Background: an optimization exercise with open tools, aiming at small area and a short achievable clock period. Do not read the settings as production practice.
Only simulation tests tie the RTL to the original design; equivalence was not proved.
No run shown here takes its clock network from TritonCTS; it comes from the design's own scripts or RTL.
No driver is modelled on the clock port, so clock power and skew are understated where the tree is cut down; a real chip needs a root buffer or a tree.
Power is estimated from default activity; no workload was simulated.

==> flow/design.v, too long to show whole: its modules and the start of the top module <==
// module adder_top: 31 lines
// module Adder: 752 lines
// module AdderPgN: 4 lines
// module AdderHalf: 3 lines
// module AdderHalfN: 3 lines
// module AdderXor: 3 lines
// module AdderBlackP: 4 lines
// module AdderGreyP: 3 lines
// module AdderBlackN: 4 lines
// module AdderGreyN: 3 lines
// module AdderInv: 3 lines
module adder_top (
    input         clk,
    input  [63:0] a,
    input  [63:0] b,
    input         cin,
    output [63:0] sum,
    output        cout
);
  // ...
==> flow/flow/run.sh <==
#!/bin/bash
# Layout: the standard ORFS flow (standard.sh) with these changes:
#  - the input and output ports are buffered by buf_1 (buffer_ports -buffer_cell),
#    and after clock tree synthesis flow/outbuf.tcl makes the output ones stronger;
#  - after clock tree synthesis, flow/clocktree.tcl replaces the clock tree with
#    a two-level one (see its header); timing repair then runs after global
#    routing, on the new tree.
# make's full output goes to flow_make.log; each ORFS step logs to orfs/logs/.
set -euo pipefail
here=$(pwd)
# clock tree cells (read by flow/clocktree.tcl)
export CT_IN_ROOTS=3 CT_IN_LEAVES=9 CT_OUT_LEAVES=4
export CT_IN_CELL=sky130_fd_sc_hd__clkbuf_16
export CT_IN_LEAF_CELL=sky130_fd_sc_hd__clkbuf_8
export CT_MID_CELL=sky130_fd_sc_hd__clkbuf_2
export CT_OUT_CELL=sky130_fd_sc_hd__clkbuf_16
# output port buffer (read by flow/outbuf.tcl)
export OUT_PORT_BUF=sky130_fd_sc_hd__buf_2
bash standard.sh \
  BUFFER_PORTS_ARGS="-buffer_cell sky130_fd_sc_hd__buf_1" \
  SKIP_CTS_REPAIR_TIMING=1 \
  POST_CTS_TCL="$here/flow/post_cts.tcl" \
  finish > flow_make.log 2>&1
==> flow/flow/clocktree.tcl <==
proc ct_env { name default } {
  if { [info exists ::env($name)] && $::env($name) ne "" } { return $::env($name) }
  return $default
}
set in_roots   [ct_env CT_IN_ROOTS 3]
set in_leaves  [ct_env CT_IN_LEAVES 9]
set in_cell    [ct_env CT_IN_CELL sky130_fd_sc_hd__clkbuf_16]
set in_leaf_cell [ct_env CT_IN_LEAF_CELL sky130_fd_sc_hd__clkbuf_16]
set mid_cell   [ct_env CT_MID_CELL sky130_fd_sc_hd__clkbuf_8]
set out_leaves [ct_env CT_OUT_LEAVES 4]
set out_cell   [ct_env CT_OUT_CELL sky130_fd_sc_hd__clkbuf_16]

# signal (or clock) input and output pins, leaving out the supply pins
proc ct_in { it } {
  set mt [$it getMTerm]
  return [expr { [$mt getSigType] in {SIGNAL CLOCK} && [$mt getIoType] eq "INPUT" }]
}
proc ct_out { it } {
  set mt [$it getMTerm]
  return [expr { [$mt getSigType] in {SIGNAL CLOCK} && [$mt getIoType] eq "OUTPUT" }]
}

set db [ord::get_db]
set block [ord::get_db_block]
set clk_net [[$block findBTerm clk] getNet]

# Walk the clock network: registers' clock pins are sinks; everything else on
# it (CTS buffers and its dummy loads) is removed.
set sinks {}
set old_insts {}
set old_nets {}
set todo [list $clk_net]
while { [llength $todo] } {
  set net [lindex $todo 0]
  set todo [lrange $todo 1 end]
  foreach it [$net getITerms] {
    if { ![ct_in $it] } { continue }
    set inst [$it getInst]
    set m [[$inst getMaster] getName]
    if { [string match "*df*" $m] } {
      lappend sinks $it
      continue
    }
    if { ![string match "*buf*" $m] && ![string match "*inv*" $m] } {
      error "unexpected cell $m ([$inst getName]) on the clock network"
    }
    if { [lsearch -exact $old_insts $inst] >= 0 } { continue }
    lappend old_insts $inst
    foreach ot [$inst getITerms] {
      if { [ct_out $ot] && [$ot getNet] ne "NULL" } {
        if { [string match "*inv*" $m] && [llength [[$ot getNet] getITerms]] > 1 } {
          error "inverter [$inst getName] drives a clock net"
        }
        lappend todo [$ot getNet]
        lappend old_nets [$ot getNet]
      }
    }
  }
}
puts "clocktree: [llength $sinks] register clock pins, removing [llength $old_insts] cells and [llength $old_nets] nets"
foreach it $sinks { $it disconnect }
foreach inst $old_insts { odb::dbInst_destroy $inst }
foreach net $old_nets { odb::dbNet_destroy $net }

proc ct_center { it } {
  set b [[$it getInst] getBBox]
  return [list [expr { ([$b xMin] + [$b xMax]) / 2 }] [expr { ([$b yMin] + [$b yMax]) / 2 }]]
}

# k-means clustering of clock pins by position, into k groups of similar size
proc ct_cluster { iterms k } {
  set pts {}
  foreach it $iterms { lappend pts [ct_center $it] }
  set n [llength $pts]
  # start from points spread along a sort by angle around the centroid
  set cx 0; set cy 0
  foreach p $pts { set cx [expr { $cx + [lindex $p 0] }]; set cy [expr { $cy + [lindex $p 1] }] }
  set cx [expr { double($cx) / $n }]; set cy [expr { double($cy) / $n }]
  set order {}
  set i 0
  foreach p $pts {
    lappend order [list $i [expr { atan2([lindex $p 1] - $cy, [lindex $p 0] - $cx) }]]
    incr i
  }
  set order [lsort -real -index 1 $order]
  set cap [expr { int(ceil(double($n) / $k)) }]
  set assign [lrepeat $n 0]
  set i 0
  foreach o $order {
    lset assign [lindex $o 0] [expr { $i / $cap }]
    incr i
  }
  for { set iter 0 } { $iter < 20 } { incr iter } {
    set sx [lrepeat $k 0.0]; set sy [lrepeat $k 0.0]; set sn [lrepeat $k 0]
    for { set i 0 } { $i < $n } { incr i } {
      set c [lindex $assign $i]
      lset sx $c [expr { [lindex $sx $c] + [lindex $pts $i 0] }]
      lset sy $c [expr { [lindex $sy $c] + [lindex $pts $i 1] }]
      lset sn $c [expr { [lindex $sn $c] + 1 }]
    }
    set cent {}
    for { set c 0 } { $c < $k } { incr c } {
      set m [expr { max(1, [lindex $sn $c]) }]
      lappend cent [list [expr { [lindex $sx $c] / $m }] [expr { [lindex $sy $c] / $m }]]
    }
    # balanced assignment: points in order of their best distance, capped per cluster
    set cand {}
    for { set i 0 } { $i < $n } { incr i } {
      for { set c 0 } { $c < $k } { incr c } {
        set d [expr { abs([lindex $pts $i 0] - [lindex $cent $c 0]) + abs([lindex $pts $i 1] - [lindex $cent $c 1]) }]
        lappend cand [list $i $c $d]
      }
    }
    set cand [lsort -real -index 2 $cand]
    set done [lrepeat $n 0]
    set cnt [lrepeat $k 0]
    foreach e $cand {
      lassign $e i c d
      if { [lindex $done $i] || [lindex $cnt $c] >= $cap } { continue }
      lset assign $i $c
      lset done $i 1
      lset cnt $c [expr { [lindex $cnt $c] + 1 }]
    }
  }
  set groups {}
  for { set c 0 } { $c < $k } { incr c } { lappend groups {} }
  for { set i 0 } { $i < $n } { incr i } {
    set c [lindex $assign $i]
    lset groups $c [concat [lindex $groups $c] [list [lindex $iterms $i]]]
  }
  return $groups
}

set ::ct_count 0
# a buffer of master cell driving a new net, placed at (x, y), input on net in_net
proc ct_buffer { cell in_net x y } {
  set db [ord::get_db]
  set block [ord::get_db_block]
  set master [$db findMaster $cell]
  if { $master eq "NULL" } { error "no cell $cell" }
  set inst [odb::dbInst_create $block $master "clktree_buf_$::ct_count"]
  set ::ct_last_inst $inst
  set net [odb::dbNet_create $block "clktree_net_$::ct_count"]
  incr ::ct_count
  $net setSigType CLOCK
  set w [$master getWidth]
  set h [$master getHeight]
  $inst setLocation [expr { int($x - $w / 2) }] [expr { int($y - $h / 2) }]
  $inst setPlacementStatus PLACED
  foreach it [$inst getITerms] {
    if { [ct_in $it] } { $it connect $in_net }
    if { [ct_out $it] } { $it connect $net }
  }
  return $net
}

proc ct_centroid { iterms } {
  set sx 0; set sy 0
  foreach it $iterms {
    lassign [ct_center $it] x y
    set sx [expr { $sx + $x }]; set sy [expr { $sy + $y }]
  }
  set n [llength $iterms]
  return [list [expr { $sx / $n }] [expr { $sy / $n }]]
}

set in_sinks {}
set out_sinks {}
foreach it $sinks {
  set n [[$it getInst] getName]
  if { [string match "sum_q*" $n] || [string match "cout_q*" $n] } {
    lappend out_sinks $it
  } else {
    lappend in_sinks $it
  }
}

# leaf buffers on clusters of registers; their input pins, clustered again, go
# to the root buffers.  Returns the leaf buffers' input pins.
proc ct_leaves { regs nleaves cell what } {
  set pins {}
  foreach g [ct_cluster $regs $nleaves] {
    lassign [ct_centroid $g] x y
    set net [odb::dbNet_create [ord::get_db_block] "clktree_tmp_$::ct_count"]
    set leafnet [ct_buffer $cell $net $x $y]
    foreach it $g { $it connect $leafnet }
    set inst $::ct_last_inst
    foreach it [$inst getITerms] {
      if { [ct_in $it] } { lappend pins $it }
    }
    puts "clocktree: $cell at ([expr {$x/1000.0}], [expr {$y/1000.0}]) drives [llength $g] $what registers"
  }
  return $pins
}
proc ct_drive { pins cell in_net } {
  lassign [ct_centroid $pins] x y
  set net [ct_buffer $cell $in_net $x $y]
  foreach it $pins {
    set old [$it getNet]
    $it disconnect
    if { $old ne "NULL" && [llength [$old getITerms]] == 0 } { odb::dbNet_destroy $old }
    $it connect $net
  }
  puts "clocktree: $cell at ([expr {$x/1000.0}], [expr {$y/1000.0}]) drives [llength $pins] buffers"
  return $net
}

set in_leaf_pins [ct_leaves $in_sinks $in_leaves $in_leaf_cell operand]
foreach g [ct_cluster $in_leaf_pins $in_roots] {
  ct_drive $g $in_cell $clk_net
}
set out_leaf_pins [ct_leaves $out_sinks $out_leaves $out_cell result]
ct_drive $out_leaf_pins $mid_cell $clk_net

global_connect
detailed_placement
check_placement -verbose
estimate_parasitics -placement
report_clock_skew
report_clock_latency
report_checks -path_delay max -digits 3
report_checks -path_delay max -to [all_outputs] -digits 3
report_worst_slack -max
report_worst_slack -min
==> flow/flow/outbuf.tcl <==
# Give the output ports a stronger buffer than the one buffer_ports put on
# every port (OUT_PORT_BUF, default buf_2): the path from the result
# registers to the outputs is one of the critical ones.
set ob_cell [expr { [info exists ::env(OUT_PORT_BUF)] ? $::env(OUT_PORT_BUF) : "sky130_fd_sc_hd__buf_2" }]
set ob_master [[ord::get_db] findMaster $ob_cell]
if { $ob_master eq "NULL" } { error "no cell $ob_cell" }
set ob_count 0
foreach bt [[ord::get_db_block] getBTerms] {
  if { [$bt getIoType] ne "OUTPUT" } { continue }
  set net [$bt getNet]
  foreach it [$net getITerms] {
    if { [[$it getMTerm] getIoType] ne "OUTPUT" } { continue }
    set inst [$it getInst]
    if { [string match "sky130_fd_sc_hd__buf_*" [[$inst getMaster] getName]] } {
      $inst swapMaster $ob_master
      incr ob_count
    }
  }
}
puts "outbuf: $ob_count output port buffers are now $ob_cell"
==> flow/flow/post_cts.tcl <==
# POST_CTS hook: stronger output port buffers, then the clock tree.
set post_cts_dir [file dirname [info script]]
source [file join $post_cts_dir outbuf.tcl]
source [file join $post_cts_dir clocktree.tcl]
==> flow/standard.sh <==
#!/bin/bash
# synth_recipe.tcl (not shown) runs the flow's synth.tcl, then flattens the netlist and writes it again
# the make line also repeats each setting of config.mk as NAME=value (left out here)
make -C /OpenROAD-flow-scripts/flow DESIGN_CONFIG=/design/flow/config.mk WORK_HOME=/design/flow/orfs CLKGATE_MAP_FILE= SYNTH_SCRIPT=/design/flow/synth_recipe.tcl "${@:-finish}"
==> flow/config.mk <==
export PLATFORM = sky130hd
export DESIGN_NAME = adder_top
export DESIGN_NICKNAME = adder_top
export VERILOG_FILES = /design/flow/design.v
export SDC_FILE = /design/flow/constraint.sdc
export NUM_CORES = 4
export LEC_CHECK = 0
export ABC_CLOCK_PERIOD_IN_PS = 1500
export CAP_MARGIN = 20
export CORE_MARGIN = 2
export CORE_UTILIZATION = 40
export PLACE_DENSITY = 0.6
export SETUP_SLACK_MARGIN = 1.3
export SLEW_MARGIN = 20
export SYNTH_HIERARCHICAL = 1
==> flow/constraint.sdc <==
create_clock -name core_clock -period 3.1 [get_ports {clk}]
set_input_delay 0.6200 -clock core_clock [delete_from_list [all_inputs] [get_ports {clk}]]
set_output_delay 0.6200 -clock core_clock [all_outputs]
set_load 0.01 [all_outputs]
==> impl_metrics.py, run 1 <==
metrics = {
    "run_status": {
        "result_of_the_run": "complete, no violations",
    },
    "route": {
        "wl_met1_um": 6920,
        "dr.pass1.iters": 4,
        "routed_met2_length_um": 7620,
        "routed-via-count": 5427,
        "wl_per_cell_um": 12.7,
    },
    "power_and_ir_drop": {
        "pwr-share-seq": 0.523,
        "tot_pwr_mw": 5.47,
        "top_power_group": "registers",
        "cellLeakagePower_nw": 4.21,
        "power_density_mw_per_mm2": 586,
    },
    "place": {
        "place_area_mm2": 0.00873,
    },
    "setup_path": {
        "worst_ep_required_time_ns": 3.55,
        "crit_end": "sum_q[35]$_DFF_P_",
        "cp_num_cells": 9,
        "worst-r2r-setup-slack_ns": 1.39,
        "r2r_start": "b_q[5]$_DFF_P_",
        "setup.worst_path.start": "b_q[5]$_DFF_P_",
        "cp.buffers_inverters": 0,
    },
    "logic_synthesis": {
        "compound_gate_portion_of_the_synthesized_area": 0.173,
        "ys_dominant_reg_cell": "dfxtp_1",
        "synth-xor-area-share": 0.0739,
        "netlist_instances": 794,
    },
    "timing": {
        "worstMarginPinSlew_ns": 0.404,
        "final.min_clock_period_ns": 1.71,
    },
    "die": {
        "pin_count": 195,
        "row_count": 50,
    },
    "layout": {
        "layout.core_utilization": 0.501,
        "fillerInstances": 1741,
    },
    "global_routing": {
        "grt.met1_usage": 0.187,
    },
}
==> run 2: changes to the inputs <==
--- a/flow/flow/run.sh
+++ b/flow/flow/run.sh
@@ -2,2 +2,4 @@
 # Layout: the standard ORFS flow (standard.sh) with these changes:
+#  - after floorplanning, flow/downsize.tcl sets every logic gate to its
+#    smallest drive strength (timing repair later upsizes what it needs);
 #  - the input and output ports are buffered by buf_1 (buffer_ports -buffer_cell),
@@ -20,2 +22,3 @@
   BUFFER_PORTS_ARGS="-buffer_cell sky130_fd_sc_hd__buf_1" \
+  POST_FLOORPLAN_TCL="$here/flow/downsize.tcl" \
   SKIP_CTS_REPAIR_TIMING=1 \
==> flow/flow/downsize.tcl (new file) <==
# POST_FLOORPLAN hook: synthesis maps each small helper module of the adder
# once, at whatever drive strength ABC picks, and every instance inherits it.
# Start all logic gates from the smallest drive strength of their kind
# instead; timing repair after placement and routing upsizes the ones on
# critical paths.  Registers and tie cells are left alone.
set db [ord::get_db]
set ds_count 0
foreach inst [[ord::get_db_block] getInsts] {
  set m [[$inst getMaster] getName]
  if { ![regexp {^(sky130_fd_sc_hd__(?:a21oi|o21ai|nand2|nor2|nand2b|nor2b|xor2|xnor2|inv|and2|or2|a21o|o21a|a21boi|o21bai))_([0-9]+)$} $m -> base size] } { continue }
  if { $size == 1 } { continue }
  set small [$db findMaster "${base}_1"]
  if { $small eq "NULL" } { continue }
  $inst swapMaster $small
  incr ds_count
}
puts "downsize: $ds_count logic gates set to drive strength 1"
--- a/flow/config.mk
+++ b/flow/config.mk
@@ -12,3 +12,3 @@
 export PLACE_DENSITY = 0.6
-export SETUP_SLACK_MARGIN = 1.3
+export SETUP_SLACK_MARGIN = 1.5
 export SLEW_MARGIN = 20
==> run 2 against run 1 <==
Still clean. Global-route usage shrank 0.32 points. Clock skew shrank 0.015 ns. Clock power is essentially flat. Final area grew 0.56%. Cell count grew 0.48%.
==> impl_metrics.py, run 2 <==
metrics = {
    "setup_path": {
        "critPathKind": "flop to flop",
        "largest_fanout_of_any_net_on_the_critical_path": 4,
        "worst_ep_required_time_ns": 3.52,
        "worstSetupStartpointType": "flop",
        "setup.worst_path.end_class": "flop",
        "timing.critical_path.arrival_ns": 2.05,
        "worstRegToRegCells": 9,
    },
    "logic_synthesis": {
        "synthesis.area_mm2": 0.00759,
        "syn-num-nets": 924,
        "netlist_instances": 794,
        "synth-async-reset-ratio": 0,
        "synthMostInstantiatedCell": "dfxtp_1",
        "synth_edf_count": 0,
        "yosys_warnings": 7,
        "avgSynthCellArea_um2": 9.56,
        "synth_largest_area_cell": "dfxtp_1",
        "synth-seq-area-share": 0.512,
        "synth_commonest_cells": "dfxtp_1 (194), nor2_1 (120), nand2_1 (110)",
        "top_area_cell_type_share_of_the_netlist_area": 0.512,
        "synth.lib_cells_used.distinct": 10,
        "synth.ff_latch_count": 194,
        "ys_dominant_reg_cell": "dfxtp_1",
        "top_area_cells_in_the_synthesized_netlist": "dfxtp_1 (51%), a21oi_2 (8.3%), xor2_1 (7.4%)",
    },
    "global_routing": {
        "grt_use_total": 0.153,
        "first_pass_grt_wire_length_um": 24400,
        "grt_remaining_overflow": 0,
        "largest_net_degree_at_the_start_of_global_routing": 18,
        "grt_antenna_before_repair": 1,
        "first_global_vias": 5162,
    },
    "worst_hold_path": {
        "timing.hold.worst.class": "flop to flop",
        "whs_path_depth": 1,
    },
    "power_and_ir_drop": {
        "cellLeakagePower_nw": 4.00,
        "power_density_mw_per_mm2": 598,
        "power.ir.vdd_worst_mv": 0.367,
    },
    "layout": {
        "nets": 1151,
        "most_common_cell_after_layout_fill_and_taps_aside": "dfxtp_1",
        "final_cell_mix": "dfxtp_1 (142), buf_1 (129), nand2_1 (96)",
        "layout.core_utilization": 0.504,
        "final-seq-area_mm2": 0.00395,
        "multi_input_gate_area_in_the_final_layout_mm2": 0.00336,
        "area_delta_synth_final_pct": 23.7,
        "post_route_cells_drive_above_1_share": 0.301,
        "fillerInstances": 1791,
        "layoutNonFillerInstCount": 1254,
        "largestRegisters": "a_q x64, b_q x64, sum_q x64",
    },
    "timing": {
        "hold_violations": 0,
        "worstMarginPinSlew_ns": 0.332,
        "maxSlewViolCount": 0,
        "fin_worst_hold_slack_ns": 0.271,
        "final_min_period_over_clock_period": 0.524,
        "fmaxAchievable_ghz": 0.616,
        "final.min_clock_period_ns": 1.62,
        "maxSlewHeadroom": 0.779,
        "rsz0062_at_grt": "true",
        "setup-violations-final": 0,
        "fin_skew_ns": 0.264,
        "final.setup.tns_ns": 0,
        "post-route-worst-setup-slack_ns": 1.48,
    },
    "die": {
        "die_height_um": 142,
        "core_mm2": 0.0186,
        "pin_count": 195,
        "fp.dieW_um": 142,
        "row_count": 50,
        "starting_density_of_the_core": 0.407,
        "full_die_area_mm2": 0.0201,
    },
    "route": {
        "route.antenna.remaining_nets": 0,
        "routed_wl_um": 16300,
        "routed-via-count": 5575,
        "dr.pass1.iters": 5,
        "wl_per_cell_um": 13.0,
        "routed_via_density": 4.45,
        "initialDrtViolationCount": 158,
        "drt_drc_violations_left": 0,
    },
    "clock_network": {
        "worst_skew_pair.late_latency_ns": 0.54,
        "clkSinkCount": 194,
        "cts.clk_slew.worst_paths_ns": 0.09,
    },
    "place": {
        "place_congestion": 0.822,
        "dp_slack_ns": 0.508,
        "dp.cells": 1223,
        "buffer_ports.inserted": 194,
        "detailedPlacementHpwl_um": 11900,
    },
    "job": {
        "maxCapViolCount": 0,
    },
    "run_status": {
        "result_of_the_run": "complete, no violations",
    },
}
-- run 2: cell type report --
| type | count | area share |
|---|---|---|
| Tap cell | 234 | 0.0312 |
| Sequential cell | 194 | 0.421 |
| Multi-Input combinational cell | 524 | 0.358 |
| Timing Repair Buffer | 208 | 0.127 |
| Buffer | 17 | 0.0324 |
| Inverter | 76 | 0.0304 |
| Antenna cell | 1 | 0.000267 |
-- run 2: final timing paths --
kind | from | to | slack (ns)
hold / removal | cin_q$_DFF_P_ | sum_q[0]$_DFF_P_ | 0.27
setup / recovery | b_q[5]$_DFF_P_ | sum_q[19]$_DFF_P_ | 1.48
setup reg to reg | b_q[5]$_DFF_P_ | sum_q[19]$_DFF_P_ | 1.48
hold reg to reg | cin_q$_DFF_P_ | sum_q[0]$_DFF_P_ | 0.27
-- run 2: logic make-up (layout without fill, tap and decap cells) --
logic type,after synthesis,count (layout),synth area share
AOI/OAI and AO/OA,166,166,0.173
buffers and inverters,76,301,0.0376
xor gates and xnor gates,64,64,0.0739
and+or+nand+nor,294,294,0.204
DFF,194,194,0.512
other,0,1,0
-- run 2: per-layer routing --
layer	up-vias	global-route usage	wire length, um
li1	2949	-	-
met1	2466	0.183	6830
met2	138	0.268	8100
met3	22	0.0375	994
met4	0	0.0553	358
met5	-	0	0
-- run 2: report_power, final --
group	total (mW)	internal (mW)	switching, mW
sequential	2.92	2.79	0.133
clock	1.48	0.668	0.811
combinational	1.21	0.579	0.632
-- run 2: stage by stage --
step | power [mW] | instance area, um^2
3_3_place_gp | 3.76 | 7860
6_report | 5.61 | 9390
3_5_place_dp | 3.77 | 7860
2_1_floorplan | 3.64 | 7760
5_1_grt | 5.91 | 9390
-- run 2: per-module statistics from Yosys (local to each module, per instance), a selection --
module       flip-flops and latches  area [um^2]  times used
AdderBlackN                       0         12.5          56
AdderHalf                         0         13.8          38
AdderGreyN                        0         5.00          38
adder_top                       194         3880           1
AdderInv                          0         3.75          76
AdderHalfN                        0         6.26          26
AdderBlackP                       0         12.5          46
AdderGreyP                        0         8.76          26
AdderXor                          0         8.76          64
AdderPgN                          0         7.51          64
-- run 2: worst max-delay path, cell delays in order (launching register included) --
cell,delay (ns)
dfxtp_1,0.38
nor2_4,0.05
nor2_1,0.23
nand2_2,0.14
nor2_2,0.20
nand2_1,0.14
o21ai_4,0.21
buf_4,0.16
a21oi_1,0.08
xor2_1,0.16
==> run 3: changes to the inputs <==
--- a/flow/config.mk
+++ b/flow/config.mk
@@ -12,3 +12,3 @@
 export PLACE_DENSITY = 0.6
-export SETUP_SLACK_MARGIN = 1.5
+export SETUP_SLACK_MARGIN = 1.35
 export SLEW_MARGIN = 20
==> run 3 against run 2 <==
Still clean on timing, DRC and antenna. Synthesized cell count did not move. Critical path depth is 1 higher. Clock power about the same. Cell count is essentially flat. Sequential power shrank 2%. Wire length shrank 2.2%. Power shrank 4.7%. Utilization down 3.7 points. Final area decreased by 7.3%. Critical path type unchanged. Highest routed layer unchanged.
==> impl_metrics.py, run 3 <==
metrics = {
    "run_status": {
        "result_of_the_run": "complete, no violations",
    },
    "global_routing": {
        "grt_antenna_before_repair": 0,
        "grt_use_met3": 0.0358,
        "grt_use_total": 0.151,
        "first_pass_grt_wire_length_um": 24000,
        "largest_net_degree_at_the_start_of_global_routing": 18,
        "grt_util_met2": 0.262,
        "first_global_vias": 5074,
        "grt_remaining_overflow": 0,
        "busiest_layer": "met2",
        "grt.met1_usage": 0.188,
    },
    "worst_hold_path": {
        "whs_path_depth": 3,
        "timing.hold.worst.class": "flop to flop",
    },
    "die": {
        "starting_density_of_the_core": 0.407,
        "fp.dieW_um": 142,
        "full_die_area_mm2": 0.0201,
        "pin_count": 195,
        "row_count": 50,
        "core_mm2": 0.0186,
        "die_height_um": 142,
    },
    "logic_synthesis": {
        "synth.mux.area_fraction": 0,
        "yosys_warnings": 7,
        "netlist_instances": 794,
        "synthesis.area_mm2": 0.00759,
        "ys_dominant_reg_cell": "dfxtp_1",
        "synth-seq-area-share": 0.512,
        "synth_commonest_cells": "dfxtp_1 (194), nor2_1 (120), nand2_1 (110)",
        "synth.lib_cells_used.distinct": 10,
        "synth_edf_count": 0,
        "synth-async-reset-ratio": 0,
        "top_area_cell_type_share_of_the_netlist_area": 0.512,
        "synth_simple_gate_area_share": 0.204,
        "top_area_cells_in_the_synthesized_netlist": "dfxtp_1 (51%), a21oi_2 (8.3%), xor2_1 (7.4%)",
        "synth-xor-area-share": 0.0739,
        "synth.ff_latch_count": 194,
        "synth_fa_ha_area_frac": 0,
        "dominant_combinational_cell_family_by_area_after_synthesis": "simple AND/OR/NAND/NOR gates",
        "compound_gate_portion_of_the_synthesized_area": 0.173,
        "synthMostInstantiatedCell": "dfxtp_1",
        "synth_largest_area_cell": "dfxtp_1",
        "syn-num-nets": 924,
        "avgSynthCellArea_um2": 9.56,
    },
    "layout": {
        "layout.core_utilization": 0.467,
        "largestRegisters": "a_q x64, b_q x64, sum_q x64",
        "post_route_cells_drive_above_1_share": 0.178,
        "fillerInstances": 1813,
        "final_cell_mix": "dfxtp_1 (193), buf_1 (129), nand2_1 (106)",
        "diodes": 0,
        "nets": 1153,
        "layoutNonFillerInstCount": 1255,
        "area_delta_synth_final_pct": 14.7,
        "most_common_cell_after_layout_fill_and_taps_aside": "dfxtp_1",
    },
    "timing": {
        "final.min_clock_period_ns": 1.68,
        "hold_violations": 0,
        "rsz0062_at_grt": "true",
        "maxSlewHeadroom": 0.771,
        "maxSlewViolCount": 0,
        "fin_skew_ns": 0.279,
        "final.setup.tns_ns": 0,
        "worstMarginPinSlew_ns": 0.344,
        "fmaxAchievable_ghz": 0.594,
        "final_min_period_over_clock_period": 0.543,
        "setup-violations-final": 0,
    },
    "power_and_ir_drop": {
        "power_density_mw_per_mm2": 614,
        "power.ir.vdd_worst_mv": 0.359,
        "internal-power_mw": 3.85,
        "tot_pwr_mw": 5.35,
        "power.switching_fraction": 0.279,
        "pwr-share-seq": 0.534,
        "cellLeakagePower_nw": 3.87,
        "total_switching_power_mw": 1.49,
        "clock_power_share": 0.276,
        "combPwrFrac": 0.190,
    },
    "place": {
        "place_congestion": 0.788,
        "detailedPlacementHpwl_um": 12000,
        "buffer_ports.inserted": 194,
        "dp.cells": 1224,
    },
    "route": {
        "routed-via-count": 5550,
        "drt_drc_violations_left": 0,
        "initialDrtViolationCount": 168,
        "routed_wl_um": 15900,
        "wl_per_cell_um": 12.7,
        "dr.pass1.iters": 4,
        "route.antenna.remaining_nets": 0,
        "routed_via_density": 4.42,
    },
    "setup_path": {
        "setup.worst_path.start": "a_q[1]$_DFF_P_",
        "worst-r2r-setup-slack_ns": 1.42,
        "critical_path.reg2reg.endpoint": "sum_q[62]$_DFF_P_",
        "timing.critical_path.arrival_ns": 2.12,
        "critPathKind": "flop to flop",
        "worstSetupStartpointType": "flop",
        "setup.worst_path.end_class": "flop",
        "r2r_start": "a_q[1]$_DFF_P_",
        "largest_fanout_of_any_net_on_the_critical_path": 6,
        "worstRegToRegCells": 10,
        "crit_end": "sum_q[62]$_DFF_P_",
        "worst_ep_required_time_ns": 3.53,
    },
    "clock_network": {
        "worst_skew_pair.late_latency_ns": 0.54,
        "clkSinkCount": 194,
        "cts.clk_slew.worst_paths_ns": 0.09,
    },
    "job": {
        "maxCapViolCount": 0,
    },
}
-- run 3: cell type report --
cell class / instances / area [um^2] / area share
multi-input cells: 524 / 3000 / 0.345
inverters: 76 / 285 / 0.0328
flip-flops and latches: 194 / 3880 / 0.446
well taps: 234 / 293 / 0.0336
repair buffers: 210 / 933 / 0.107
plain buffers: 17 / 304 / 0.0349
-- run 3: worst min-delay path by stage --
stage / start / to
3_3_place_gp: cin_q$_DFF_P_ / sum_q[0]$_DFF_P_
6_report: a_q[36]$_DFF_P_ / sum_q[36]$_DFF_P_
2_1_floorplan: cin_q$_DFF_P_ / sum_q[0]$_DFF_P_
3_5_place_dp: cin_q$_DFF_P_ / sum_q[0]$_DFF_P_
5_1_grt: a_q[23]$_DFF_P_ / sum_q[23]$_DFF_P_
-- run 3: cell families (layout without fill, tap and decap cells) --
group                     Yosys count  in the layout
AOI/OAI and AO/OA                 166            166
DFF                               194            194
and+or+nand+nor                   294            294
xor gates and xnor gates           64             64
buffers and inverters              76            303
-- run 3: layer usage --
metal  part of all wire  wire length [um]
met1               0.44              7040
met2               0.48              7630
met3              0.058               931
met4              0.020               323
met5                  0                 0
-- run 3: through the flow --
stage	setup slack (ns)	area, um^2	hold WS, ns
global placement	0.610	7860	0.551
floorplan	1.30	7740	0.548
detailed placement	0.516	7860	0.548
global route	1.29	8700	0.335
finish	1.42	8700	0.317
-- run 3: power groups by stage --
stage | Sequential, mW | Clock [mW] | Combinational, mW
after global placement | 2.91 | 0 | 0.854
after detailed placement | 2.91 | 0 | 0.857
after global routing | 2.88 | 1.63 | 1.13
after floorplan | 3.00 | 0 | 0.633
final | 2.85 | 1.47 | 1.02
-- run 3: critical path: stages, from the launching register on --
cell and delay (ns):
dfxtp_2 0.33, nor2_2 0.15, o21ai_2 0.10, a21oi_2 0.23, o21ai_4 0.10, a21oi_1 0.17
buf_4 0.19, o21ai_4 0.09, a21oi_4 0.23, o21ai_1 0.10, xor2_1 0.14
-- run 3: Yosys stat by module (local to each module, per instance), excerpt --
module / cells inside / area, um^2
adder_top: 194 / 3880
AdderHalf: 1 / 13.8
AdderBlackN: 2 / 12.5
AdderBlackP: 2 / 12.5
AdderGreyP: 1 / 8.76
AdderXor: 1 / 8.76
AdderPgN: 2 / 7.51
AdderHalfN: 1 / 6.26
AdderGreyN: 1 / 5.00
AdderInv: 1 / 3.75
==> run 4: changes to the inputs <==
--- a/flow/config.mk
+++ b/flow/config.mk
@@ -12,3 +12,3 @@
 export PLACE_DENSITY = 0.6
-export SETUP_SLACK_MARGIN = 1.35
+export SETUP_SLACK_MARGIN = 1.45
 export SLEW_MARGIN = 20
==> run 4 against run 3 <==
Still clean. Power is 3.2% higher. Die area is the same. Clock power about the same. Critical path depth stayed put. Worst hold slack got worse by 0.0092 ns. Flip-flop and latch count did not move. Sequential share of layout area fell by 2.5 points. Synthesized area did not move.
==> impl_metrics.py, run 4 <==
metrics = {
    "timing": {
        "final.min_clock_period_ns": 1.65,
        "worstMarginPinSlew_ns": 0.334,
        "rsz0062_at_grt": "true",
        "setup-violations-final": 0,
        "final_min_period_over_clock_period": 0.533,
        "maxSlewHeadroom": 0.777,
        "fin_skew_ns": 0.271,
        "fmaxAchievable_ghz": 0.605,
        "maxSlewViolCount": 0,
        "hold_violations": 0,
        "final.setup.tns_ns": 0,
    },
    "setup_path": {
        "worstRegToRegCells": 10,
        "worst-r2r-setup-slack_ns": 1.45,
        "largest_fanout_of_any_net_on_the_critical_path": 4,
        "worstSetupStartpointType": "flop",
        "worst_path_dominant_cell_family": "compound AO/OA/AOI/OAI gates",
        "critPathKind": "flop to flop",
        "critical-path-slowest-cell": "dfxtp_2",
        "cp_num_cells": 10,
        "setup.worst_path.end_class": "flop",
        "worst_ep_required_time_ns": 3.53,
        "max_stage_delay_ns": 0.34,
        "critical_path.reg2reg.endpoint": "sum_q[58]$_DFF_P_",
        "timing.critical_path.arrival_ns": 2.08,
        "cp_common_cell": "o21ai_4",
        "r2r_start": "a_q[5]$_DFF_P_",
        "cp.buffers_inverters": 1,
        "crit_path_cell_trace": "nor2_4, o21ai_4, a21oi_4, o21ai_4, a21oi_2, buf_4, o21ai_4, a21oi_4, o21ai_2, xor2_1",
    },
    "route": {
        "drt_drc_violations_left": 0,
        "dr.pass1.iters": 4,
        "wl_per_cell_um": 13.2,
        "initialDrtViolationCount": 174,
        "route.antenna.remaining_nets": 0,
        "routed_via_density": 4.42,
        "routed-via-count": 5588,
        "routed_wl_um": 16700,
    },
    "global_routing": {
        "grt_use_met3": 0.0310,
        "grt.met1_usage": 0.181,
        "grt_antenna_before_repair": 1,
        "grt_use_total": 0.154,
        "grt_util_met2": 0.278,
        "grt_remaining_overflow": 0,
        "busiest_layer": "met2",
        "first_global_vias": 5099,
        "largest_net_degree_at_the_start_of_global_routing": 18,
        "first_pass_grt_wire_length_um": 24400,
    },
    "logic_synthesis": {
        "top_area_cells_in_the_synthesized_netlist": "dfxtp_1 (51%), a21oi_2 (8.3%), xor2_1 (7.4%)",
        "top_area_cell_type_share_of_the_netlist_area": 0.512,
        "synth-seq-area-share": 0.512,
        "syn-num-nets": 924,
        "synth_edf_count": 0,
        "synth_largest_area_cell": "dfxtp_1",
        "ys_dominant_reg_cell": "dfxtp_1",
        "avgSynthCellArea_um2": 9.56,
        "synth.ff_latch_count": 194,
        "synth.lib_cells_used.distinct": 10,
        "synthesis.area_mm2": 0.00759,
        "synth-async-reset-ratio": 0,
        "yosys_warnings": 7,
        "netlist_instances": 794,
        "synth_commonest_cells": "dfxtp_1 (194), nor2_1 (120), nand2_1 (110)",
        "synthMostInstantiatedCell": "dfxtp_1",
    },
    "worst_hold_path": {
        "hold_crit_endpoint": "sum_q[0]$_DFF_P_",
        "whs_path_depth": 1,
        "timing.hold.worst.start": "cin_q$_DFF_P_",
        "timing.hold.worst.class": "flop to flop",
    },
    "place": {
        "buffer_ports.inserted": 194,
        "place_congestion": 0.819,
        "detailedPlacementHpwl_um": 12100,
    },
    "die": {
        "row_count": 50,
        "core_mm2": 0.0186,
        "pin_count": 195,
        "fp.dieW_um": 142,
        "full_die_area_mm2": 0.0201,
        "die_height_um": 142,
        "starting_density_of_the_core": 0.407,
    },
    "clock_network": {
        "clkSinkCount": 194,
        "worst_skew_pair.late_latency_ns": 0.55,
        "cts.clk_slew.worst_paths_ns": 0.09,
    },
    "power_and_ir_drop": {
        "cellLeakagePower_nw": 4.00,
        "power_density_mw_per_mm2": 594,
        "power.ir.vdd_worst_mv": 0.341,
        "tot_pwr_mw": 5.52,
    },
    "layout": {
        "post_route_cells_drive_above_1_share": 0.279,
        "area_delta_synth_final_pct": 22.5,
        "most_common_cell_after_layout_fill_and_taps_aside": "dfxtp_1",
        "final_cell_mix": "dfxtp_1 (170), buf_1 (129), nand2_1 (98)",
        "nets": 1162,
        "largestRegisters": "a_q x64, b_q x64, sum_q x64",
    },
    "run_status": {
        "result_of_the_run": "complete, no violations",
    },
    "job": {
        "maxCapViolCount": 0,
    },
}
-- run 4: kinds of logic after synthesis --
group,share of synthesized area
xor gates and xnor gates,0.0739
DFF,0.512
and+or+nand+nor,0.204
AOI/OAI and AO/OA,0.173
buffers and inverters,0.0376
-- run 4: how the worst max path moves through the flow --
stage          slack (ns)                end           start
6_report             1.45  sum_q[58]$_DFF_P_  a_q[5]$_DFF_P_
5_1_grt              1.33  sum_q[59]$_DFF_P_  a_q[5]$_DFF_P_
3_5_place_dp         0.70  sum_q[61]$_DFF_P_  a_q[1]$_DFF_P_
3_3_place_gp         0.74  sum_q[55]$_DFF_P_  a_q[9]$_DFF_P_
2_1_floorplan        1.30  sum_q[61]$_DFF_P_  a_q[1]$_DFF_P_
-- run 4: Yosys stat by module (local to each module, per instance), a selection --
module / copies in the design / cell area (um^2)
AdderBlackN: 56 / 12.5
AdderBlackP: 46 / 12.5
AdderGreyN: 38 / 5.00
AdderGreyP: 26 / 8.76
AdderHalf: 38 / 13.8
AdderHalfN: 26 / 6.26
AdderInv: 76 / 3.75
AdderPgN: 64 / 7.51
AdderXor: 64 / 8.76
adder_top: 1 / 3880
-- run 4: worst register-to-register path: stages (launching register included) --
cell	delay [ns]
dfxtp_2	0.34
nor2_4	0.18
o21ai_4	0.09
a21oi_4	0.24
o21ai_4	0.11
a21oi_2	0.15
buf_4	0.14
o21ai_4	0.08
a21oi_4	0.23
o21ai_2	0.08
xor2_1	0.16
-- run 4: layout make-up --
class                      count  area (um^2)
antenna                        1         2.50
buffer                        17          304
fill                        1836         9350
inverter                      76          288
multi-input combinational    524         3430
sequential                   194         3910
tap                          234          293
timing repair buffer         219         1060
-- run 4: power breakdown --
group	internal [mW]	switching (mW)	leakage, nW
combinational	0.499	0.656	2.21
sequential	2.77	0.107	1.64
clock	0.669	0.818	0.155
-- run 4: layer usage --
metal / part of all wire / wire (um) / up-vias
met5: 0 / 0 / -
li1: - / - / 2975
met1: 0.41 / 6760 / 2448
met3: 0.054 / 894 / 30
met2: 0.51 / 8580 / 135
met4: 0.027 / 450 / 0
-- run 4: stage by stage --
stage / hold slack, ns / instances / setup slack (ns) / area (um^2) / util
final: 0.307 / 1265 / 1.45 / 9290 / 0.499
after global routing: 0.329 / 1265 / 1.33 / 9290 / 0.499
after detailed placement: 0.565 / 1225 / 0.701 / 7870 / 0.422
after global placement: 0.557 / 1225 / 0.740 / 7870 / 0.422
after floorplan: 0.548 / 794 / 1.30 / 7750 / -
==> run 5: changes to the inputs <==
--- a/flow/config.mk
+++ b/flow/config.mk
@@ -12,3 +12,3 @@
 export PLACE_DENSITY = 0.6
-export SETUP_SLACK_MARGIN = 1.45
+export SETUP_SLACK_MARGIN = 1.3
 export SLEW_MARGIN = 20
==> run 5 against run 4 <==
Still clean. Worst setup slack worse by 0.074 ns. Critical path type unchanged. Fmax is 4.3% lower. Wire length is 4.8% lower. Synthesized area stayed put. Largest cell class unchanged.
==> impl_metrics.py, run 5 <==
metrics = {
    "layout": {
        "diodes": 0,
        "post_route_cells_drive_above_1_share": 0.154,
        "area_delta_synth_final_pct": 13.2,
        "most_common_cell_after_layout_fill_and_taps_aside": "dfxtp_1",
        "largestRegisters": "a_q x64, b_q x64, sum_q x64",
        "final_cell_mix": "dfxtp_1 (192), buf_1 (129), nand2_1 (109)",
        "nets": 1149,
        "fillerInstances": 1866,
    },
    "route": {
        "route.antenna.remaining_nets": 0,
        "routed_wl_um": 15900,
        "initialDrtViolationCount": 154,
        "drt_drc_violations_left": 0,
        "routed-via-count": 5536,
        "dr.pass1.iters": 6,
        "routed_via_density": 4.43,
        "wl_per_cell_um": 12.7,
    },
    "logic_synthesis": {
        "synth.lib_cells_used.distinct": 10,
        "synthesis.area_mm2": 0.00759,
        "yosys_warnings": 7,
        "syn-num-nets": 924,
        "top_area_cell_type_share_of_the_netlist_area": 0.512,
        "synth-async-reset-ratio": 0,
        "synth-seq-area-share": 0.512,
        "synth_commonest_cells": "dfxtp_1 (194), nor2_1 (120), nand2_1 (110)",
        "top_area_cells_in_the_synthesized_netlist": "dfxtp_1 (51%), a21oi_2 (8.3%), xor2_1 (7.4%)",
        "netlist_instances": 794,
        "synth_largest_area_cell": "dfxtp_1",
        "synthMostInstantiatedCell": "dfxtp_1",
        "synth.ff_latch_count": 194,
        "avgSynthCellArea_um2": 9.56,
        "synth_edf_count": 0,
        "ys_dominant_reg_cell": "dfxtp_1",
    },
    "setup_path": {
        "timing.critical_path.arrival_ns": 2.17,
        "worstRegToRegCells": 11,
        "worstSetupStartpointType": "flop",
        "critPathKind": "flop to flop",
        "critical_path.reg2reg.endpoint": "sum_q[61]$_DFF_P_",
        "setup.worst_path.end_class": "flop",
        "largest_fanout_of_any_net_on_the_critical_path": 5,
        "worst-r2r-setup-slack_ns": 1.37,
        "worst_ep_required_time_ns": 3.55,
        "r2r_start": "a_q[1]$_DFF_P_",
    },
    "power_and_ir_drop": {
        "cellLeakagePower_nw": 3.83,
        "power.ir.vdd_worst_mv": 0.320,
        "power_density_mw_per_mm2": 622,
        "tot_pwr_mw": 5.34,
    },
    "global_routing": {
        "grt_antenna_before_repair": 0,
        "first_global_vias": 5070,
        "first_pass_grt_wire_length_um": 23700,
        "largest_net_degree_at_the_start_of_global_routing": 18,
        "grt_use_total": 0.151,
        "grt_remaining_overflow": 0,
    },
    "worst_hold_path": {
        "hold_crit_endpoint": "sum_q[0]$_DFF_P_",
        "timing.hold.worst.class": "flop to flop",
        "whs_path_depth": 1,
        "timing.hold.worst.start": "cin_q$_DFF_P_",
    },
    "die": {
        "starting_density_of_the_core": 0.407,
        "die_height_um": 142,
        "core_mm2": 0.0186,
        "pin_count": 195,
        "full_die_area_mm2": 0.0201,
        "fp.dieW_um": 142,
        "row_count": 50,
    },
    "clock_network": {
        "worst_skew_pair.late_latency_ns": 0.56,
        "cts.clk_slew.worst_paths_ns": 0.09,
        "clkSinkCount": 194,
    },
    "timing": {
        "final_min_period_over_clock_period": 0.557,
        "maxSlewViolCount": 0,
        "final.setup.tns_ns": 0,
        "worstMarginPinSlew_ns": 0.352,
        "rsz0062_at_grt": "true",
        "maxSlewHeadroom": 0.766,
        "fmaxAchievable_ghz": 0.579,
        "post-route-worst-setup-slack_ns": 1.37,
        "setup-violations-final": 0,
        "fin_skew_ns": 0.278,
        "hold_violations": 0,
        "final.min_clock_period_ns": 1.73,
    },
    "run_status": {
        "result_of_the_run": "complete, no violations",
    },
    "job": {
        "maxCapViolCount": 0,
    },
    "place": {
        "buffer_ports.inserted": 194,
        "dp_slack_ns": 0.598,
        "detailedPlacementHpwl_um": 11900,
        "place_congestion": 0.801,
    },
}
-- run 5: per-module statistics from Yosys, one instance, submodules excluded, a selection --
module,flops+latches,cells inside,times used
AdderHalfN,0,1,26
AdderGreyP,0,1,26
AdderBlackN,0,2,56
AdderHalf,0,1,38
AdderBlackP,0,2,46
adder_top,194,194,1
AdderGreyN,0,1,38
AdderPgN,0,2,64
AdderInv,0,1,76
AdderXor,0,1,64
-- run 5: worst max-delay path, cell delays in order (launching register included) --
cell     delay, ns
dfxtp_2       0.33
nor2_2        0.14
o21ai_1       0.12
a21oi_2       0.24
o21ai_4       0.12
a21oi_2       0.14
buf_4         0.13
o21ai_1       0.05
buf_4         0.16
a21oi_4       0.20
o21ai_1       0.10
xor2_1        0.17
-- run 5: how the worst max path moves through the flow --
stage	from	endpoint	slack [ns]	cells after the start
2_1_floorplan	a_q[1]$_DFF_P_	sum_q[61]$_DFF_P_	1.30	9
3_3_place_gp	a_q[1]$_DFF_P_	sum_q[62]$_DFF_P_	0.65	11
3_5_place_dp	a_q[1]$_DFF_P_	sum_q[61]$_DFF_P_	0.60	11
5_1_grt	a_q[21]$_DFF_P_	sum_q[57]$_DFF_P_	1.23	10
6_report	a_q[1]$_DFF_P_	sum_q[61]$_DFF_P_	1.37	11
-- run 5: final cells by class --
| class | count | area (um^2) | area share |
|---|---|---|---|
| buffer | 17 | 304 | 0.0354 |
| sequential | 194 | 3890 | 0.452 |
| tap | 234 | 293 | 0.0341 |
| multi-input combinational | 524 | 2920 | 0.340 |
| timing repair buffer | 206 | 900 | 0.105 |
| inverter | 76 | 285 | 0.0332 |
-- run 5: cells by family (layout without fill, tap and decap cells) --
| logic type | Yosys count | after routing | share of synthesized area |
|---|---|---|---|
| simple gates | 294 | 294 | 0.204 |
| flops | 194 | 194 | 0.512 |
| buf+inv | 76 | 299 | 0.0376 |
| compound gates | 166 | 166 | 0.173 |
| xor+xnor | 64 | 64 | 0.0739 |
-- run 5: power breakdown --
part	switching [mW]	internal [mW]	total, mW
clock network	0.831	0.669	1.50
logic	0.577	0.408	0.985
registers	0.0939	2.76	2.86
-- run 5: per-stage QoR --
step                      area (um^2)  hold WS (ns)  std cells   util
after floorplan                  7700         0.548        794      -
after global placement           7880         0.554       1226  0.422
after detailed placement         7880         0.563       1226  0.422
after global routing             8590         0.264       1251  0.461
final                            8590         0.273       1251  0.461
-- run 5: layer usage --
metal | vias up | part of all wire | global-route usage
li1 | 2950 | - | -
met5 | - | 0 | 0
met4 | 0 | 0.037 | 0.0705
met3 | 33 | 0.063 | 0.0371
met1 | 2404 | 0.43 | 0.183
met2 | 149 | 0.47 | 0.254
==> run 6: changes to the inputs <==
--- a/flow/config.mk
+++ b/flow/config.mk
@@ -10,5 +10,5 @@
 export CORE_MARGIN = 2
-export CORE_UTILIZATION = 40
-export PLACE_DENSITY = 0.6
-export SETUP_SLACK_MARGIN = 1.3
+export CORE_UTILIZATION = 50
+export PLACE_DENSITY = 0.7
+export SETUP_SLACK_MARGIN = 1.4
 export SLEW_MARGIN = 20
==> run 6 against run 5 <==
Largest power group unchanged. Utilization increased by 13 points. Critical path depth decreased by 2. Combinational power increased by 8%. Still clean on timing, DRC and antenna. Critical path type unchanged.
==> impl_metrics.py, run 6 <==
metrics = {
    "setup_path": {
        "worstRegToRegCells": 9,
        "worst_ep_required_time_ns": 3.52,
        "setup.worst_path.end_class": "flop",
        "worst_path_dominant_cell_family": "compound AO/OA/AOI/OAI gates",
        "worstSetupStartpointType": "flop",
        "cp.buffers_inverters": 0,
        "cp_num_cells": 9,
        "critical-path-slowest-cell": "dfxtp_1",
        "critPathKind": "flop to flop",
        "crit_path_cell_trace": "nor2_2, o21ai_2, a21oi_2, o21ai_2, a21oi_2, o21ai_4, a21oi_4, o21ai_2, xor2_1",
        "max_stage_delay_ns": 0.32,
        "timing.critical_path.arrival_ns": 2.16,
        "cp_common_cell": "o21ai_2",
        "r2r_start": "a_q[5]$_DFF_P_",
        "largest_fanout_of_any_net_on_the_critical_path": 4,
        "setup.worst_path.start": "a_q[5]$_DFF_P_",
    },
    "clock_network": {
        "clkSinkCount": 194,
        "worst_skew_pair.late_latency_ns": 0.54,
        "cts.clk_slew.worst_paths_ns": 0.09,
    },
    "route": {
        "route.antenna.remaining_nets": 0,
        "routed_wl_um": 15900,
        "dr.pass1.iters": 4,
        "wl_per_cell_um": 13.2,
        "drt_drc_violations_left": 0,
        "routed_via_density": 4.69,
        "initialDrtViolationCount": 231,
        "routed-via-count": 5664,
    },
    "layout": {
        "most_common_cell_after_layout_fill_and_taps_aside": "dfxtp_1",
        "largestRegisters": "a_q x64, b_q x64, sum_q x64",
        "area_delta_synth_final_pct": 16.6,
        "nets": 1152,
        "fin_area_mm2": 0.00885,
        "diodes": 0,
        "final_cell_mix": "dfxtp_1 (186), buf_1 (129), nand2_1 (101)",
        "layout.core_utilization": 0.588,
        "post_route_cells_drive_above_1_share": 0.231,
    },
    "timing": {
        "final_min_period_over_clock_period": 0.562,
        "rsz0062_at_grt": "true",
        "worstMarginPinSlew_ns": 0.332,
        "maxSlewHeadroom": 0.779,
        "final.setup.tns_ns": 0,
        "hold_violations": 0,
        "maxSlewViolCount": 0,
        "setup-violations-final": 0,
        "final.min_clock_period_ns": 1.74,
        "fin_worst_hold_slack_ns": 0.278,
        "fmaxAchievable_ghz": 0.574,
        "fin_skew_ns": 0.270,
    },
    "logic_synthesis": {
        "synth.lib_cells_used.distinct": 10,
        "netlist_instances": 794,
        "ys_dominant_reg_cell": "dfxtp_1",
        "synth_commonest_cells": "dfxtp_1 (194), nor2_1 (120), nand2_1 (110)",
        "yosys_warnings": 7,
        "top_area_cell_type_share_of_the_netlist_area": 0.512,
        "syn-num-nets": 924,
        "synthMostInstantiatedCell": "dfxtp_1",
        "synthesis.area_mm2": 0.00759,
        "synth_edf_count": 0,
        "avgSynthCellArea_um2": 9.56,
        "synth.ff_latch_count": 194,
        "top_area_cells_in_the_synthesized_netlist": "dfxtp_1 (51%), a21oi_2 (8.3%), xor2_1 (7.4%)",
        "synth-seq-area-share": 0.512,
        "synth_largest_area_cell": "dfxtp_1",
        "synth-async-reset-ratio": 0,
    },
    "power_and_ir_drop": {
        "internal-power_mw": 3.87,
        "clock_power_share": 0.272,
        "power.ir.vdd_worst_mv": 0.398,
        "pwr-share-seq": 0.532,
        "combPwrFrac": 0.196,
        "power_density_mw_per_mm2": 609,
        "cellLeakagePower_nw": 3.89,
        "tot_pwr_mw": 5.39,
        "total_switching_power_mw": 1.52,
        "power.switching_fraction": 0.282,
    },
    "global_routing": {
        "grt_antenna_before_repair": 0,
        "grt_use_total": 0.182,
        "first_pass_grt_wire_length_um": 23500,
        "first_global_vias": 5161,
        "largest_net_degree_at_the_start_of_global_routing": 18,
        "grt_remaining_overflow": 0,
    },
    "worst_hold_path": {
        "timing.hold.worst.class": "flop to flop",
        "whs_path_depth": 1,
        "timing.hold.worst.start": "cin_q$_DFF_P_",
    },
    "run_status": {
        "result_of_the_run": "complete, no violations",
    },
    "die": {
        "row_count": 45,
        "fp.dieW_um": 127,
        "pin_count": 195,
        "starting_density_of_the_core": 0.505,
        "full_die_area_mm2": 0.0162,
        "core_mm2": 0.0150,
        "die_height_um": 127,
    },
    "job": {
        "maxCapViolCount": 0,
    },
    "place": {
        "buffer_ports.inserted": 194,
        "place_area_mm2": 0.00781,
        "detailedPlacementHpwl_um": 11300,
        "place_congestion": 0.794,
    },
}
[run 6: worst paths after layout]
check | to | slack [ns]
setup / recovery | sum_q[50]$_DFF_P_ | 1.36
hold / removal | sum_q[0]$_DFF_P_ | 0.28
setup reg to reg | sum_q[50]$_DFF_P_ | 1.36
hold reg to reg | sum_q[0]$_DFF_P_ | 0.28
[run 6: cells by family after synthesis]
kind of cell | synth area share
xor+xnor | 0.0739
compound gates | 0.173
simple gates | 0.204
buf+inv | 0.0376
flops | 0.512
[run 6: routing by layer]
layer	track usage	wire length [um]	share of wire	vias up
met5	0	0	0	-
met1	0.210	6480	0.41	2509
met2	0.323	7890	0.50	156
met3	0.0419	924	0.058	42
met4	0.0795	603	0.038	0
li1	-	-	-	2957
[run 6: layout make-up]
type,instances,area [um^2]
fillers,1315,6190
flip-flops and latches,194,3890
multi-input cells,524,3190
repair buffers,209,935
plain buffers,17,304
inverters,76,285
well taps,188,235
[run 6: power by group through the flow]
stage,logic (mW),clock network (mW),registers (mW)
floorplan,0.633,0,3.00
finish,1.06,1.47,2.86
detailed placement,0.848,0,2.92
global route,1.16,1.62,2.89
global placement,0.840,0,2.92
[run 6: per-stage QoR]
stage               instances  setup WS (ns)
floorplan                 794           1.30
global placement         1179          0.822
detailed placement       1179          0.803
finish                   1208           1.36
global route             1208           1.28
[run 6: modules after synthesis, one instance, submodules excluded, a selection]
module | copies in the design | flops+latches | area (um^2)
adder_top | 1 | 194 | 3880
AdderBlackN | 56 | 0 | 12.5
AdderInv | 76 | 0 | 3.75
AdderGreyP | 26 | 0 | 8.76
AdderXor | 64 | 0 | 8.76
AdderGreyN | 38 | 0 | 5.00
AdderPgN | 64 | 0 | 7.51
AdderHalf | 38 | 0 | 13.8
AdderBlackP | 46 | 0 | 12.5
AdderHalfN | 26 | 0 | 6.26
==> run 7: changes to the inputs <==
--- a/flow/config.mk
+++ b/flow/config.mk
@@ -10,4 +10,4 @@
 export CORE_MARGIN = 2
-export CORE_UTILIZATION = 50
-export PLACE_DENSITY = 0.7
+export CORE_UTILIZATION = 40
+export PLACE_DENSITY = 0.6
 export SETUP_SLACK_MARGIN = 1.4
==> run 7 against run 6 <==
Largest cell class unchanged. Global-route usage down 2.7 points. Power up 0.47%. Still clean on timing, DRC and antenna. Combinational power hardly changed. Via count decreased by 2.2%.
==> impl_metrics.py, run 7 <==
metrics = {
    "worst_hold_path": {
        "timing.hold.worst.class": "flop to flop",
        "hold_crit_endpoint": "sum_q[27]$_DFF_P_",
        "whs_path_depth": 3,
        "timing.hold.worst.start": "b_q[27]$_DFF_P_",
    },
    "setup_path": {
        "critical-path-slowest-cell": "dfxtp_2",
        "cp.buffers_inverters": 1,
        "worst_ep_required_time_ns": 2.48,
        "worstSetupStartpointType": "flop",
        "worst_path_dominant_cell_family": "flip-flops",
        "critPathKind": "flop to primary output",
        "setup.worst_path.end_class": "primary output",
        "r2r_start": "b_q[17]$_DFF_P_",
        "crit_path_cell_trace": "buf_2",
        "worstRegToRegCells": 10,
        "critical_path.reg2reg.endpoint": "sum_q[61]$_DFF_P_",
        "timing.critical_path.arrival_ns": 1.04,
        "max_stage_delay_ns": 0.34,
        "worst-r2r-setup-slack_ns": 1.47,
        "largest_fanout_of_any_net_on_the_critical_path": 1,
    },
    "logic_synthesis": {
        "yosys_warnings": 7,
        "synth.ff_latch_count": 194,
        "synthMostInstantiatedCell": "dfxtp_1",
        "ys_dominant_reg_cell": "dfxtp_1",
        "synth_largest_area_cell": "dfxtp_1",
        "synthesis.area_mm2": 0.00759,
        "netlist_instances": 794,
        "synth-seq-area-share": 0.512,
        "synth_commonest_cells": "dfxtp_1 (194), nor2_1 (120), nand2_1 (110)",
        "top_area_cells_in_the_synthesized_netlist": "dfxtp_1 (51%), a21oi_2 (8.3%), xor2_1 (7.4%)",
        "avgSynthCellArea_um2": 9.56,
        "synth.lib_cells_used.distinct": 10,
        "synth-async-reset-ratio": 0,
        "top_area_cell_type_share_of_the_netlist_area": 0.512,
        "synth_edf_count": 0,
        "syn-num-nets": 924,
    },
    "die": {
        "core_mm2": 0.0186,
        "row_count": 50,
        "starting_density_of_the_core": 0.407,
        "full_die_area_mm2": 0.0201,
        "fp.dieW_um": 142,
        "pin_count": 195,
        "die_height_um": 142,
    },
    "timing": {
        "final.setup.tns_ns": 0,
        "setup-violations-final": 0,
        "final.min_clock_period_ns": 1.66,
        "worstMarginPinSlew_ns": 0.358,
        "maxSlewViolCount": 0,
        "post-route-worst-setup-slack_ns": 1.44,
        "fin_skew_ns": 0.284,
        "maxSlewHeadroom": 0.761,
        "final_min_period_over_clock_period": 0.535,
        "fmaxAchievable_ghz": 0.603,
        "hold_violations": 0,
        "rsz0062_at_grt": "true",
    },
    "route": {
        "drt_drc_violations_left": 0,
        "dr.pass1.iters": 5,
        "routed_via_density": 4.42,
        "wl_per_cell_um": 13.0,
        "route.antenna.remaining_nets": 0,
        "dr_wl_met3_um": 1050,
        "routed_met2_length_um": 7860,
        "routed-via-count": 5541,
        "top_layer_used": "met4",
        "wl_met1_um": 6910,
        "routed_wl_um": 16300,
        "initialDrtViolationCount": 174,
    },
    "power_and_ir_drop": {
        "combPwrFrac": 0.193,
        "power_density_mw_per_mm2": 614,
        "power.ir.vdd_worst_mv": 0.353,
        "clock_power_share": 0.280,
        "pwr-share-seq": 0.527,
        "power.switching_fraction": 0.287,
        "cellLeakagePower_nw": 3.87,
        "internal-power_mw": 3.86,
        "total_switching_power_mw": 1.55,
    },
    "place": {
        "detailedPlacementHpwl_um": 12100,
        "place_congestion": 0.811,
        "dp_slack_ns": 0.679,
        "buffer_ports.inserted": 194,
    },
    "layout": {
        "diodes": 0,
        "nets": 1151,
        "largestRegisters": "a_q x64, b_q x64, sum_q x64",
        "post_route_cells_drive_above_1_share": 0.211,
        "most_common_cell_after_layout_fill_and_taps_aside": "dfxtp_1",
        "area_delta_synth_final_pct": 16.2,
        "final_cell_mix": "dfxtp_1 (189), buf_1 (129), nand2_1 (106)",
    },
    "global_routing": {
        "grt_remaining_overflow": 0,
        "largest_net_degree_at_the_start_of_global_routing": 18,
        "first_global_vias": 5079,
        "grt_use_total": 0.155,
        "grt_antenna_before_repair": 0,
        "first_pass_grt_wire_length_um": 24400,
    },
    "clock_network": {
        "clkSinkCount": 194,
        "worst_skew_pair.late_latency_ns": 0.57,
        "cts.clk_slew.worst_paths_ns": 0.09,
    },
    "run_status": {
        "result_of_the_run": "complete, no violations",
    },
    "job": {
        "maxCapViolCount": 0,
    },
}
run 7: cell types whose count changed in the layout (fill, tap and decap cells not counted), moves of 4 or more:
cell	previous run	this run
nor2_4	10	6
nor2_1	60	70
nand2_2	9	4
nand2_1	101	106
nor2_2	50	44
run 7: area by class of cell:
cell class,instances,area [um^2]
Fill cell,1809,9820
Timing Repair Buffer,208,918
Tap cell,234,293
Buffer,17,304
Multi-Input combinational cell,524,3130
Sequential cell,194,3890
Inverter,76,285
run 7: kinds of logic after synthesis:
family          after synthesis  share of synthesized area
compound gates              166                      0.173
xor+xnor                     64                     0.0739
buf+inv                      76                     0.0376
flops                       194                      0.512
simple gates                294                      0.204
run 7: worst max path at each step:
stage	depth (start not counted)	startpoint	endpoint	slack, ns
global placement	10	a_q[1]$_DFF_P_	sum_q[47]$_DFF_P_	0.69
detailed placement	10	a_q[1]$_DFF_P_	sum_q[45]$_DFF_P_	0.68
finish	1	cout_q$_DFF_P_	cout	1.44
floorplan	9	a_q[1]$_DFF_P_	sum_q[61]$_DFF_P_	1.30
global route	9	b_q[47]$_DFF_P_	sum_q[53]$_DFF_P_	1.32
run 7: Yosys stat by module, one instance, submodules excluded, a selection:
module	flip-flops and latches	cells	times used	area, um^2
AdderHalf	0	1	38	13.8
adder_top	194	194	1	3880
AdderGreyP	0	1	26	8.76
AdderPgN	0	2	64	7.51
AdderXor	0	1	64	8.76
AdderBlackN	0	2	56	12.5
AdderGreyN	0	1	38	5.00
AdderInv	0	1	76	3.75
AdderBlackP	0	2	46	12.5
AdderHalfN	0	1	26	6.26
run 7: power groups by stage:
stage	Clock [mW]	Sequential (mW)	Combinational [mW]
5_1_grt	1.67	2.88	1.15
3_5_place_dp	0	2.91	0.867
6_report	1.51	2.85	1.05
2_1_floorplan	0	3.00	0.633
3_3_place_gp	0	2.91	0.861
run 7: metal layers:
metal  vias up  global-route usage
li1       2957                   -
met1      2408               0.191
met2       148               0.262
met3        28              0.0371
met4         0              0.0647
met5         -                   0
run 7: per-stage QoR:
step                instance area (um^2)  hold WS (ns)  power, mW  instances   util
floorplan                           7740         0.548       3.63        794      -
finish                              8820         0.314       5.41       1253  0.473
global route                        8820         0.336       5.71       1253  0.473
detailed placement                  7870         0.559       3.77       1225  0.422
global placement                    7870         0.529       3.77       1225  0.422
==> run 8: changes to the inputs <==
--- a/flow/flow/run.sh
+++ b/flow/flow/run.sh
@@ -19,3 +19,3 @@
 # output port buffer (read by flow/outbuf.tcl)
-export OUT_PORT_BUF=sky130_fd_sc_hd__buf_2
+export OUT_PORT_BUF=sky130_fd_sc_hd__buf_1
 bash standard.sh \
==> run 8 against run 7 <==
Die area did not move. Still clean. Flip-flop and latch count did not move. Synthesized area did not move. Global-route usage barely moved.
==> impl_metrics.py, run 8 <==
metrics = {
    "logic_synthesis": {
        "avgSynthCellArea_um2": 9.56,
        "ys_dominant_reg_cell": "dfxtp_1",
        "netlist_instances": 794,
        "synthMostInstantiatedCell": "dfxtp_1",
        "synth-xor-area-share": 0.0739,
        "top_area_cell_type_share_of_the_netlist_area": 0.512,
        "synth.ff_latch_count": 194,
        "yosys_warnings": 7,
        "synth.mux.area_fraction": 0,
        "synth-async-reset-ratio": 0,
        "synth_largest_area_cell": "dfxtp_1",
        "top_area_cells_in_the_synthesized_netlist": "dfxtp_1 (51%), a21oi_2 (8.3%), xor2_1 (7.4%)",
        "synth_commonest_cells": "dfxtp_1 (194), nor2_1 (120), nand2_1 (110)",
        "synth_simple_gate_area_share": 0.204,
        "synth_fa_ha_area_frac": 0,
        "compound_gate_portion_of_the_synthesized_area": 0.173,
        "synthesis.area_mm2": 0.00759,
        "synth_edf_count": 0,
        "synth-seq-area-share": 0.512,
        "synth.lib_cells_used.distinct": 10,
        "dominant_combinational_cell_family_by_area_after_synthesis": "simple AND/OR/NAND/NOR gates",
        "syn-num-nets": 924,
    },
    "layout": {
        "nets": 1153,
        "fillerInstances": 1817,
        "final_cell_mix": "dfxtp_1 (186), buf_1 (157), nand2_1 (106)",
        "final-seq-area_mm2": 0.00389,
        "fin_area_mm2": 0.00886,
        "post_route_cells_drive_above_1_share": 0.197,
        "multi_input_gate_area_in_the_final_layout_mm2": 0.00317,
        "layoutNonFillerInstCount": 1255,
        "area_delta_synth_final_pct": 16.7,
        "largestRegisters": "a_q x64, b_q x64, sum_q x64",
        "diodes": 0,
        "most_common_cell_after_layout_fill_and_taps_aside": "dfxtp_1",
    },
    "worst_hold_path": {
        "timing.hold.worst.start": "b_q[36]$_DFF_P_",
        "timing.hold.worst.class": "flop to flop",
        "whs_path_depth": 3,
        "hold_crit_endpoint": "sum_q[37]$_DFF_P_",
    },
    "route": {
        "wl_per_cell_um": 13.1,
        "routed_wl_um": 16400,
        "routed-via-count": 5549,
        "initialDrtViolationCount": 184,
        "route.antenna.remaining_nets": 0,
        "drt_drc_violations_left": 0,
        "dr.pass1.iters": 5,
        "routed_via_density": 4.42,
    },
    "clock_network": {
        "cts.clk_slew.worst_paths_ns": 0.09,
        "clkSinkCount": 194,
        "worst_skew_pair.late_latency_ns": 0.57,
    },
    "die": {
        "fp.dieW_um": 142,
        "full_die_area_mm2": 0.0201,
        "starting_density_of_the_core": 0.407,
        "die_height_um": 142,
        "row_count": 50,
        "pin_count": 195,
        "core_mm2": 0.0186,
    },
    "timing": {
        "fin_skew_ns": 0.285,
        "maxSlewHeadroom": 0.761,
        "final_min_period_over_clock_period": 0.536,
        "rsz0062_at_grt": "true",
        "final.min_clock_period_ns": 1.66,
        "maxSlewViolCount": 0,
        "setup-violations-final": 0,
        "hold_violations": 0,
        "worstMarginPinSlew_ns": 0.359,
        "fmaxAchievable_ghz": 0.602,
        "post-route-worst-setup-slack_ns": 1.44,
        "final.setup.tns_ns": 0,
    },
    "setup_path": {
        "critPathKind": "flop to primary output",
        "max_stage_delay_ns": 0.33,
        "r2r_start": "a_q[7]$_DFF_P_",
        "critical_path.reg2reg.endpoint": "sum_q[59]$_DFF_P_",
        "cp.buffers_inverters": 1,
        "worst_path_dominant_cell_family": "flip-flops",
        "timing.critical_path.arrival_ns": 1.04,
        "worst_ep_required_time_ns": 2.48,
        "crit_path_cell_trace": "buf_1",
        "worstRegToRegCells": 10,
        "worst-r2r-setup-slack_ns": 1.47,
        "setup.worst_path.end_class": "primary output",
        "largest_fanout_of_any_net_on_the_critical_path": 1,
        "worstSetupStartpointType": "flop",
        "critical-path-slowest-cell": "dfxtp_1",
    },
    "place": {
        "dp.cells": 1225,
        "place_area_mm2": 0.00787,
        "detailedPlacementHpwl_um": 12100,
        "dp_slack_ns": 0.679,
        "place_congestion": 0.811,
        "buffer_ports.inserted": 194,
    },
    "global_routing": {
        "first_global_vias": 5072,
        "largest_net_degree_at_the_start_of_global_routing": 18,
        "first_pass_grt_wire_length_um": 24400,
        "grt_use_total": 0.155,
        "grt_remaining_overflow": 0,
        "grt_antenna_before_repair": 0,
    },
    "power_and_ir_drop": {
        "power_density_mw_per_mm2": 611,
        "tot_pwr_mw": 5.41,
        "power.ir.vdd_worst_mv": 0.353,
        "cellLeakagePower_nw": 3.82,
    },
    "job": {
        "maxCapViolCount": 0,
    },
    "run_status": {
        "result_of_the_run": "complete, no violations",
    },
}
## run 8: cell counts after synthesis
No cell type changed its count.
## run 8: worst max path at each step
stage                     slack [ns]  cells after the start                 to        startpoint
after floorplan                 1.30                      9  sum_q[61]$_DFF_P_    a_q[1]$_DFF_P_
after global placement          0.69                     10  sum_q[47]$_DFF_P_    a_q[1]$_DFF_P_
after detailed placement        0.68                     10  sum_q[45]$_DFF_P_    a_q[1]$_DFF_P_
after global routing            1.32                     10  sum_q[59]$_DFF_P_    b_q[0]$_DFF_P_
final                           1.44                      1             sum[1]  sum_q[1]$_DFF_P_
## run 8: cell families after synthesis
family | count (synthesis)
AO/OA/AOI/OAI | 166
XOR/XNOR | 64
buffers and inverters | 76
flip-flops | 194
AND/OR/NAND/NOR | 294
## run 8: area by class of cell
| type | count | share of cell area |
|---|---|---|
| tap | 234 | 0.0331 |
| sequential | 194 | 0.440 |
| inverter | 76 | 0.0322 |
| multi-input combinational | 524 | 0.358 |
| buffer | 17 | 0.0343 |
| timing repair buffer | 210 | 0.103 |
## run 8: stage by stage
step	util	hold WS (ns)
floorplan	-	0.548
global route	0.475	0.359
detailed placement	0.422	0.559
finish	0.475	0.328
global placement	0.422	0.529
## run 8: power breakdown
group	switching (mW)	internal, mW	total, mW
sequential	0.0990	2.76	2.86
combinational	0.623	0.416	1.04
clock	0.843	0.669	1.51
total	1.57	3.85	5.41
## run 8: Yosys stat by module (local to each module, per instance), excerpt
module	cells inside	copies in the design	cell area [um^2]	flops+latches
AdderBlackN	2	56	12.5	0
AdderXor	1	64	8.76	0
adder_top	194	1	3880	194
AdderBlackP	2	46	12.5	0
AdderGreyN	1	38	5.00	0
AdderHalfN	1	26	6.26	0
AdderGreyP	1	26	8.76	0
AdderInv	1	76	3.75	0
AdderPgN	2	64	7.51	0
AdderHalf	1	38	13.8	0
## run 8: layer usage
| layer | track usage | part of all wire | vias to the layer above | wire [um] |
|---|---|---|---|---|
| met5 | 0 | 0 | - | 0 |
| met1 | 0.191 | 0.42 | 2413 | 6910 |
| met4 | 0.0647 | 0.031 | 0 | 509 |
| li1 | - | - | 2960 | - |
| met3 | 0.0368 | 0.062 | 28 | 1020 |
| met2 | 0.261 | 0.49 | 148 | 7980 |

Re-timed with assumed drivers on the ports (clkbuf_16 on the clock, buf_2 on other inputs), run 8 has 1.357 ns of setup slack against 1.440 ns with ideal ports, and 1.469 ns once port delays also move by the mid clock arrival of 0.506 ns.
